This is an optimization exercise on Yosys and OpenROAD, whose aim is small area and a short achievable clock period, not a production implementation. RTL that was checked went through simulation tests only; none was proved equivalent to the original.

==> 09-27: inputs <==
## FIR_transposed
module FIR_transposed(clk, reset, noisy_signal, filtered_real);
export LEC_CHECK = 0
export ABC_CLOCK_PERIOD_IN_PS = 2000
export CAP_MARGIN = 20
export CORE_MARGIN = 2
export CORE_UTILIZATION = 40
export SETUP_SLACK_MARGIN = 5
export SLEW_MARGIN = 20
export SYNTH_HIERARCHICAL = 1
create_clock -name core_clock -period 13.0 [get_ports {clk}]
standard.sh (not shown) runs the stock make flow with config.mk's settings and CLKGATE_MAP_FILE= SYNTH_SCRIPT=/design/flow/synth_recipe.tcl, a recipe that flattens the netlist after the stock synthesis.
==> flow/flow/run.sh <==
#!/bin/bash
# Standard layout with a larger setup-repair margin.
bash standard.sh SETUP_SLACK_MARGIN=7 finish > standard.log 2>&1
==> 12-04: changes against 09-27 <==
==> flow/run.sh (new file) <==
#!/bin/bash
# synth_recipe.tcl (not shown) runs the flow's synth.tcl, then flattens the netlist and writes it again
# the make line also repeats each setting of config.mk as NAME=value (left out here)
make -C /OpenROAD-flow-scripts/flow DESIGN_CONFIG=/design/flow/config.mk WORK_HOME=/design/flow/orfs CLKGATE_MAP_FILE= SYNTH_SCRIPT=/design/flow/synth_recipe.tcl finish
removed: flow/flow/run.sh
removed: flow/standard.sh
==> summary.txt <==
Outcome
  • Status: timing/DRC/antenna clean

Setup path
  • R2R setup slack: between 4 and 5 ns
  • Critical Path RT: ~14 ns

Routing
  • Met2 routed WL: roughly 110 mm
  • Drt total wl: about 230 mm

Final layout
  • Leading cell types in the layout, fill and taps excluded: fa_1, dfxtp_1, fa_2, nand2_1, nor2_1
  • N_diodes: 2

Timing
  • Tcrit/Tclk final: between 60% and 70%
  • Hold slack: 0.333 ns

Clock tree
  • Num CTS Buffers: 90
[end of results for 09-27]
==> summary.txt <==
Yosys
  • Top-count cell post-synth: fa_1

Final layout
  • P&R area growth vs syn: 12.3%
  • N_diodes: 1
  • Leading cell types in the layout, fill and taps excluded: fa_1, dfxtp_1, nand2_1, nor2_1, fa_2

Outcome
  • Status: timing/DRC/antenna clean

Timing
  • Tcrit/Tclk final: roughly two thirds

Setup path
  • R2R setup slack: around 4.4 ns
  • Critical Path RT: roughly 14 ns

Clock tree
  • Num CTS Buffers: a little over 90

Routing
  • Met2 routed WL: around 110 mm
[end of results for 12-04]
No functional check of the RTL was part of any run of this note.

========
==> job 3124: inputs <==
Another version of the RTL of FIR_transposed (not shown whole).
export LEC_CHECK = 0
export ABC_CLOCK_PERIOD_IN_PS = 2000
export CAP_MARGIN = 20
export CORE_MARGIN = 2
export CORE_UTILIZATION = 65
export CTS_CLUSTER_DIAMETER = 100
export CTS_CLUSTER_SIZE = 22
export SETUP_SLACK_MARGIN = 5
export SLEW_MARGIN = 20
export SYNTH_HIERARCHICAL = 1
create_clock -name core_clock -period 13.0 [get_ports {clk}]
==> flow/flow/run.sh <==
#!/bin/bash
# Standard layout with a larger setup-repair margin.
bash standard.sh SETUP_SLACK_MARGIN=5.9 finish > standard.log 2>&1
==> inputs of job 2808, as changes to job 3124 <==
--- a/flow/design.v
+++ b/flow/design.v
@@ -197,36 +197,10 @@
   assign np1 = ~(rh + 16'd1);
   assign np2 = ~(rh + 16'd2);
   assign nm1 = ~(rh - 16'd1);
   assign nm2 = ~(rh - 16'd2);
 endmodule
-module QCANDR(rh, n0, np1, np2, nm1, nm2);
-  input [15:0] rh;
-  output [15:0] n0;
-  output [15:0] np1;
-  output [15:0] np2;
-  output [15:0] nm1;
-  output [15:0] nm2;
-  wire [15:0] a;    
-  wire [15:0] z;    
-  assign a[0] = 1'b1;
-  assign z[0] = 1'b1;
-  assign a[1] = 1'b1;
-  assign z[1] = 1'b1;
-  genvar i;
-  generate
-    for (i = 2; i < 16; i = i + 1) begin : g_chain
-      assign a[i] = a[i-1] & rh[i-1];
-      assign z[i] = z[i-1] & ~rh[i-1];
-    end
-  endgenerate
-  assign n0 = ~rh;
-  assign np1 = ~(rh ^ {a[15:1] & {15{rh[0]}}, 1'b1});
-  assign np2 = ~(rh ^ {a[15:1], 1'b0});
-  assign nm1 = ~(rh ^ {z[15:1] & {15{~rh[0]}}, 1'b1});
-  assign nm2 = ~(rh ^ {z[15:1], 1'b0});
-endmodule
 module QCAND(rh, qp1, qp2, qm1, qm2);
   input [15:0] rh;
   output [15:0] qp1;
   output [15:0] qp2;
   output [15:0] qm1;
@@ -6122,11 +6096,11 @@
   G_OAI21 u_yq135 (.a1(yq132), .a2(yq130), .b1(yq131), .y(yq135));
   wire yq136;
   G_OAI21 u_yq136 (.a1(yq132), .a2(yq130), .b1(yq131), .y(yq136));
   wire [15:0] rh = r[31:16];
   wire [15:0] n0, np1, np2, nm1, nm2;
-  QCANDR u_qc (.rh(rh), .n0(n0), .np1(np1), .np2(np2), .nm1(nm1), .nm2(nm2));
+  QCANDN u_qc (.rh(rh), .n0(n0), .np1(np1), .np2(np2), .nm1(nm1), .nm2(nm2));
   wire yq137;
   G_MUX2I u_yq137 (.a0(nm2[0]), .a1(n0[0]), .s(x[15]), .y(yq137));
   wire yq138;
   G_MUX2I u_yq138 (.a0(nm1[0]), .a1(np1[0]), .s(x[15]), .y(yq138));
   wire yq139;
==> flow/flow/run.sh (replaced) <==
#!/bin/bash
# Standard layout with a larger setup-repair margin.
bash standard.sh SETUP_SLACK_MARGIN=5.8 finish > standard.log 2>&1
==> inputs of job 4051, as changes to job 3124 <==
--- a/flow/design.v
+++ b/flow/design.v
@@ -197,36 +197,10 @@
   assign np1 = ~(rh + 16'd1);
   assign np2 = ~(rh + 16'd2);
   assign nm1 = ~(rh - 16'd1);
   assign nm2 = ~(rh - 16'd2);
 endmodule
-module QCANDR(rh, n0, np1, np2, nm1, nm2);
-  input [15:0] rh;
-  output [15:0] n0;
-  output [15:0] np1;
-  output [15:0] np2;
-  output [15:0] nm1;
-  output [15:0] nm2;
-  wire [15:0] a;    
-  wire [15:0] z;    
-  assign a[0] = 1'b1;
-  assign z[0] = 1'b1;
-  assign a[1] = 1'b1;
-  assign z[1] = 1'b1;
-  genvar i;
-  generate
-    for (i = 2; i < 16; i = i + 1) begin : g_chain
-      assign a[i] = a[i-1] & rh[i-1];
-      assign z[i] = z[i-1] & ~rh[i-1];
-    end
-  endgenerate
-  assign n0 = ~rh;
-  assign np1 = ~(rh ^ {a[15:1] & {15{rh[0]}}, 1'b1});
-  assign np2 = ~(rh ^ {a[15:1], 1'b0});
-  assign nm1 = ~(rh ^ {z[15:1] & {15{~rh[0]}}, 1'b1});
-  assign nm2 = ~(rh ^ {z[15:1], 1'b0});
-endmodule
 module QCAND(rh, qp1, qp2, qm1, qm2);
   input [15:0] rh;
   output [15:0] qp1;
   output [15:0] qp2;
   output [15:0] qm1;
@@ -6122,11 +6096,11 @@
   G_OAI21 u_yq135 (.a1(yq132), .a2(yq130), .b1(yq131), .y(yq135));
   wire yq136;
   G_OAI21 u_yq136 (.a1(yq132), .a2(yq130), .b1(yq131), .y(yq136));
   wire [15:0] rh = r[31:16];
   wire [15:0] n0, np1, np2, nm1, nm2;
-  QCANDR u_qc (.rh(rh), .n0(n0), .np1(np1), .np2(np2), .nm1(nm1), .nm2(nm2));
+  QCANDN u_qc (.rh(rh), .n0(n0), .np1(np1), .np2(np2), .nm1(nm1), .nm2(nm2));
   wire yq137;
   G_MUX2I u_yq137 (.a0(nm2[0]), .a1(n0[0]), .s(x[15]), .y(yq137));
   wire yq138;
   G_MUX2I u_yq138 (.a0(nm1[0]), .a1(np1[0]), .s(x[15]), .y(yq138));
   wire yq139;
==> flow/flow/run.sh (replaced) <==
#!/bin/bash
# Standard layout with a larger setup-repair margin.
bash standard.sh SETUP_SLACK_MARGIN=6.0 finish > standard.log 2>&1
==> inputs of job 1817, as changes to job 3124 <==
==> flow/flow/run.sh (replaced) <==
#!/bin/bash
# Standard layout with a larger setup-repair margin.
bash standard.sh SETUP_SLACK_MARGIN=6.0 finish > standard.log 2>&1
==> run notes <==
# TYPE chip_impl_metric gauge
chip_impl_info{name="regToRegStartpoint",value="h41[4]$_DFF_P_"} 1
chip_impl_metric{name="dr_total_vias",unit=""} 38613
chip_impl_metric{name="postSynthAreaPerCell",unit="um^2"} 14.3
chip_impl_metric{name="first_iter_violations",unit=""} 3331
chip_impl_info{name="worstHoldStart",value="h42[11]$_DFF_P_"} 1
chip_impl_info{name="outcome",value="finished clean"} 1
chip_impl_metric{name="ctsResizeCount",unit=""} 325
chip_impl_metric{name="floorplan.initialDensity",unit=""} 0.657
chip_impl_info{name="crit_path_cell_trace",value="buf_12 > buf_16 > xor2_2 > xnor2_1 > nand2_1 > a21oi_2 > o21ai_2 > a21oi_4 > buf_12 > buf_6 > o21ai_4 > buf_12 > mux2i_1 > buf_2"} 1
chip_impl_info{name="layout_common_cells",value="fa_1, dfxtp_1, nand2_1"} 1
the above is filed under job 4051

==> run notes <==
# TYPE chip_impl_metric gauge
chip_impl_info{name="outcome",value="finished clean"} 1
chip_impl_info{name="crit_path_cell_trace",value="buf_12 > xor2_4 > xnor2_2 > nor2_2 > a21oi_2 > o21ai_2 > a21oi_4 > buf_12 > o21ai_4 > buf_6 > buf_6 > mux2i_1 > buf_2"} 1
chip_impl_info{name="regToRegStartpoint",value="h40[6]$_DFF_P_"} 1
chip_impl_metric{name="postSynthAreaPerCell",unit="um^2"} 14.4
chip_impl_metric{name="dr_total_vias",unit=""} 38358
chip_impl_metric{name="first_iter_violations",unit=""} 3165
chip_impl_metric{name="ctsResizeCount",unit=""} 375
the above is filed under job 1817

==> run notes <==
# TYPE chip_impl_metric gauge
chip_impl_info{name="outcome",value="finished clean"} 1
chip_impl_info{name="layout_common_cells",value="fa_1, dfxtp_1, nand2_1"} 1
chip_impl_metric{name="ctsResizeCount",unit=""} 127
chip_impl_metric{name="first_iter_violations",unit=""} 3266
chip_impl_metric{name="floorplan.initialDensity",unit=""} 0.657
chip_impl_metric{name="timing.hold.ws",unit="ps"} 339
chip_impl_info{name="worstHoldStart",value="h42[11]$_DFF_P_"} 1
chip_impl_info{name="regToRegStartpoint",value="h27[12]$_DFF_P_"} 1
chip_impl_metric{name="reg2reg_slack",unit="ps"} 5900
chip_impl_info{name="crit_path_cell_trace",value="ha_2 > fa_1 > fa_1 > fa_1 > fa_1 > fa_1 > fa_1 > fa_1 > fa_1 > fa_1 > fa_1 > inv_1 > fa_1 > fa_1 > nand2_1"} 1
chip_impl_metric{name="dr_total_vias",unit=""} 38370
the above is filed under job 2808

==> run notes <==
# TYPE chip_impl_metric gauge
chip_impl_info{name="outcome",value="finished clean"} 1
chip_impl_metric{name="floorplan.initialDensity",unit=""} 0.656
chip_impl_info{name="worstHoldStart",value="h20[7]$_DFF_P_"} 1
chip_impl_metric{name="postSynthAreaPerCell",unit="um^2"} 14.4
chip_impl_info{name="layout_common_cells",value="fa_1, dfxtp_1, nand2_1"} 1
chip_impl_metric{name="ctsResizeCount",unit=""} 253
the above is filed under job 3124

Only the layout flow was run in job 3124 and job 1817; the RTL was not checked for function there.

========
==> indigo <==
FIR_transposed, a different RTL version from the one above (not shown whole).
export LEC_CHECK = 0
export ABC_CLOCK_PERIOD_IN_PS = 2000
export CAP_MARGIN = 20
export CORE_MARGIN = 2
export CORE_UTILIZATION = 65
export CTS_CLUSTER_DIAMETER = 100
export CTS_CLUSTER_SIZE = 22
export SETUP_SLACK_MARGIN = 5
export SLEW_MARGIN = 20
export SYNTH_HIERARCHICAL = 1
create_clock -name core_clock -period 13.0 [get_ports {clk}]
==> flow/flow/run.sh <==
#!/bin/bash
# Standard layout with a larger setup-repair margin.
bash standard.sh SETUP_SLACK_MARGIN=5.8 finish > standard.log 2>&1
==> maple: changes against indigo <==
- CORE_UTILIZATION: 65 -> 55
==> quartz: changes against indigo <==
==> flow/flow/run.sh (replaced) <==
#!/bin/bash
# Standard layout with a larger setup-repair margin.
bash standard.sh SETUP_SLACK_MARGIN=6.1 finish > standard.log 2>&1
- CORE_UTILIZATION: 65 -> 55
==> ember: changes against indigo <==
==> flow/run.sh (new file) <==
#!/bin/bash
# synth_recipe.tcl (not shown) runs the flow's synth.tcl, then flattens the netlist and writes it again
# the make line also repeats each setting of config.mk as NAME=value (left out here)
make -C /OpenROAD-flow-scripts/flow DESIGN_CONFIG=/design/flow/config.mk WORK_HOME=/design/flow/orfs CLKGATE_MAP_FILE= SYNTH_SCRIPT=/design/flow/synth_recipe.tcl finish
- CORE_UTILIZATION: 65 -> 55
- SETUP_SLACK_MARGIN: 5 -> 0
removed: flow/flow/run.sh
removed: flow/standard.sh
==> notes <==
ember went through all stages and came out clean. maple produced a clean layout. quartz completed with no timing, DRC or antenna violations. indigo completed with no timing, DRC or antenna violations.
Between quartz and ember, the lower sequential share of layout area is in quartz (gap 0.83 points).
Die area is the same in quartz and maple.
Non-clock buffer count: ember < indigo < maple < quartz.

========
==> run B: inputs <==
FIR_transposed, a different RTL version from the one above (not shown whole).
==> flow/design.v (excerpt) <==
module FIR_transposed(clk, reset, noisy_signal, filtered_real);
  input clk;
  input reset;
  input signed [15:0] noisy_signal;
  output signed [15:0] filtered_real;
  wire [15:0] x = noisy_signal;
  wire x15n = ~x[15];
  reg [15:0] h1;
  reg [15:0] h2;
  reg [15:0] h3;
  reg [15:0] h4;
  reg [15:0] h5;
  reg [15:0] h6;
  reg [15:0] h7;
  reg [15:0] h8;
  reg [15:0] h9;
  reg [15:0] h10;
  reg [15:0] h11;
  reg [15:0] h12;
  reg [15:0] h13;
  reg [15:0] h14;
  reg [15:0] h15;
  reg [15:0] h16;
  reg [15:0] h17;
  reg [15:0] h18;
  reg [15:0] h19;
  reg [15:0] h20;
  reg [15:0] h21;
  reg [15:0] h22;
  reg [15:0] h23;
  reg [15:0] h24;
  reg [15:0] h25;
  reg [15:0] h26;
  reg [15:0] h27;
  reg [15:0] h28;
  reg [15:0] h29;
  reg [15:0] h30;
  reg [15:0] h31;
  reg [15:0] h32;
  reg [15:0] h33;
  reg [15:0] h34;
  reg [15:0] h35;
  reg [15:0] h36;
  reg [15:0] h37;
  reg [15:0] h38;
  reg [15:0] h39;
  reg [15:0] h40;
  reg [15:0] h41;
  reg [15:0] h42;
  reg [15:0] h43;
  reg [15:0] h44;
  reg [15:0] h45;
  reg [15:0] h46;
  reg [15:0] h47;
  reg [15:0] h48;
  reg [15:0] h49;
  reg [31:0] T2a;
  reg [31:0] T2b;
  reg [31:0] T1a;
  reg [31:0] T1b;
  reg [31:0] Sa;
  reg [31:0] Sb;
  wire s0, c1;
  wire s2, c3;
  wire s4, c5;
  wire s6, c7;
  wire s8, c9;
  wire s10, c11;
  wire s12, c13;
  wire s14, c15;
  wire s16, c17;
  wire s18, c19;
  wire s20, c21;
  wire s22, c23;
  wire s24, c25;
  wire s26, c27;
  wire s28, c29;
  wire s30, c31;
  wire s32, c33;
  wire s34, c35;
  wire s36, c37;
  wire s38, c39;
  wire s40, c41;
  wire s42, c43;
  wire s44, c45;
  wire s46, c47;
  wire s48, c49;
  wire s50, c51;
  wire s52, c53;
  wire s54, c55;
  wire s56, c57;
  wire s58, c59;
  wire s60, c61;
  wire s62, c63;
  wire s64, c65;
  wire s66, c67;
  wire s68, c69;
  wire s70, c71;
  ...
Settings: LEC_CHECK=0, ABC_CLOCK_PERIOD_IN_PS=2000, CAP_MARGIN=20, CORE_MARGIN=2, CORE_UTILIZATION=40, SETUP_SLACK_MARGIN=5, SLEW_MARGIN=20, SYNTH_HIERARCHICAL=1; clock period 13.0 ns.
==> flow/flow/run.sh <==
#!/bin/bash
# Standard layout with a larger setup-repair margin.
bash standard.sh SETUP_SLACK_MARGIN=5.9 finish > standard.log 2>&1
==> run H (differences from run B) <==
==> flow/flow/run.sh (replaced) <==
#!/bin/bash
# Standard layout with a larger setup-repair margin.
bash standard.sh SETUP_SLACK_MARGIN=6.3 finish > standard.log 2>&1
==> run X (differences from run B) <==
==> flow/run.sh (new file) <==
#!/bin/bash
# synth_recipe.tcl (not shown) runs the flow's synth.tcl, then flattens the netlist and writes it again
# the make line also repeats each setting of config.mk as NAME=value (left out here)
make -C /OpenROAD-flow-scripts/flow DESIGN_CONFIG=/design/flow/config.mk WORK_HOME=/design/flow/orfs CLKGATE_MAP_FILE= SYNTH_SCRIPT=/design/flow/synth_recipe.tcl finish
SETUP_SLACK_MARGIN = 0   (was 5)
removed: flow/flow/run.sh
removed: flow/standard.sh
==> key figures <==
Setup path
  – Crit-path cells: xor2_4 > and2_4 > a21o_1 > a21o_1 > a21o_4 > a21o_4 > buf_6 > a21o_1 > xor2_1 > buf_6 > buf_12 > or4_4 > or3_4 > buf_6 > xnor2_2 > mux2_4 > mux2_4 > mux2_4 > buf_6
  – CP delay by family, top: simple AND/OR/NAND/NOR gates
  – CP max FO: 6

Clocking
  – CTS resizes: roughly 260

Timing
  – RSZ-0062 raised after global routing: true
  – Slew @ Worst Pin: approximately 970 ps

GRT
  – Grt met2 use: 0.379

Placement
  – Dpl ws: 4480 ps

Outcome
  – Status: timing/DRC/antenna clean
The numbers above come from run B.

==> key figures <==
Outcome
  – Status: timing/DRC/antenna clean

Clocking
  – CTS tree: yes
  – CTS resizes: 0

Synth
  – Synth Area in XOR/XNOR: 0.0201
  – Compound-Gate Fraction of Synth Area: 0.00876
  – Synth top area cells: fa_1, dfxtp_1, nand2_1, nor2_1, mux2_4
  – Area leader, netlist: fa_1
  – Synth top cells by count: fa_1, dfxtp_1, nand2_1, nor2_1, inv_1
  – Top-count cell post-synth: fa_1
  – Post-synth EDFFs: 0

Timing
  – RSZ-0062 raised after global routing: false
  – Slew @ Worst Pin: approximately 1100 ps

Setup path
  – Crit-path cells: xnor2_1 > xor2_1 > and2_1 > a21o_1 > a21o_1 > a21o_1 > a21o_1 > xor2_1 > ha_1 > nand4_1 > nor2_1 > nand4_1 > xnor2_1 > mux2_4 > mux2_4 > mux2_4 > clkdlybuf4s50_1

Hold path
  – Hold Path Depth: 1
The numbers above come from run X.

==> key figures <==
GRT
  – Grt met2 use: 0.380

Timing
  – RSZ-0062 raised after global routing: true
  – Slew @ Worst Pin: between 900 and 1000 ps

Setup path
  – CP max FO: 6
  – CP delay by family, top: simple AND/OR/NAND/NOR gates
  – Crit-path cells: xor2_4 > and2_4 > a21o_1 > a21o_1 > a21o_4 > a21o_4 > buf_6 > a21o_1 > xor2_1 > buf_6 > buf_12 > or4_4 > or3_4 > buf_6 > xnor2_2 > mux2_4 > mux2_4 > mux2_4 > buf_6

Outcome
  – Status: timing/DRC/antenna clean

Placement
  – Dpl ws: 4480 ps

Clocking
  – CTS resizes: ~410

Route
  – Vias/cell: 5.10
The numbers above come from run H.

Function was not checked in any run of this note: the RTL went through the layout flow alone.

-- afterwards: timing with drivers on the ports --
Ports are ideal in the flow. The routed layouts listed here were re-timed in OpenROAD.
Step 1 sets driving cells, clkbuf_16 on the clock port and buf_2 on the other inputs (assumed; they add their load-dependent delay and slew).
Step 2 also shifts input and output timing later by t, the mid clock arrival at the registers, as if the neighbouring blocks saw the same clock.
Slacks: no drivers / after step 1 / after step 2; pairs: no drivers / after step 1.
run | shift t [ns] | setup slack, ns | worst setup path after step 2 | latest minus earliest clock arrival (ns) | cell pins on the clock port's net
09-27 | 0.751 | 4.397 / 4.397 / 4.397 | register to register | 0.072 / 0.072 | 1
12-04 | 0.752 | 4.421 / 4.421 / 4.302 | input to register | 0.116 / 0.116 | 1
job 3124 | 0.772 | 5.788 / 5.730 / 5.564 | input to register | 0.076 / 0.077 | 1
job 2808 | 0.743 | 5.902 / 5.879 / 5.662 | input to register | 0.042 / 0.042 | 1
job 4051 | 0.740 | 6.007 / 5.959 / 5.551 | input to register | 0.046 / 0.047 | 1
job 1817 | 0.770 | 5.970 / 5.920 / 5.560 | input to register | 0.079 / 0.080 | 1
indigo | 0.744 | 5.866 / 5.863 / 5.492 | input to register | 0.035 / 0.036 | 1
maple | 0.766 | 5.802 / 5.739 / 5.583 | input to register | 0.065 / 0.066 | 1
quartz | 0.765 | 5.832 / 5.770 / 5.606 | input to register | 0.064 / 0.064 | 1
ember | 0.766 | 4.449 / 4.422 / 4.422 | input to output | 0.067 / 0.067 | 1
run B | 0.809 | 5.285 / 5.201 / 5.694 | input to output | 0.051 / 0.052 | 1
run H | 0.805 | 5.284 / 5.200 / 5.700 | input to output | 0.051 / 0.051 | 1
run X | 0.802 | 3.838 / 3.753 / 4.555 | register to output | 0.071 / 0.072 | 1
After both steps setup and hold are still met in every run listed. The setup slack of job 4051, which loses most, moves by -0.048 ns with the drivers and by -0.456 ns with both steps.
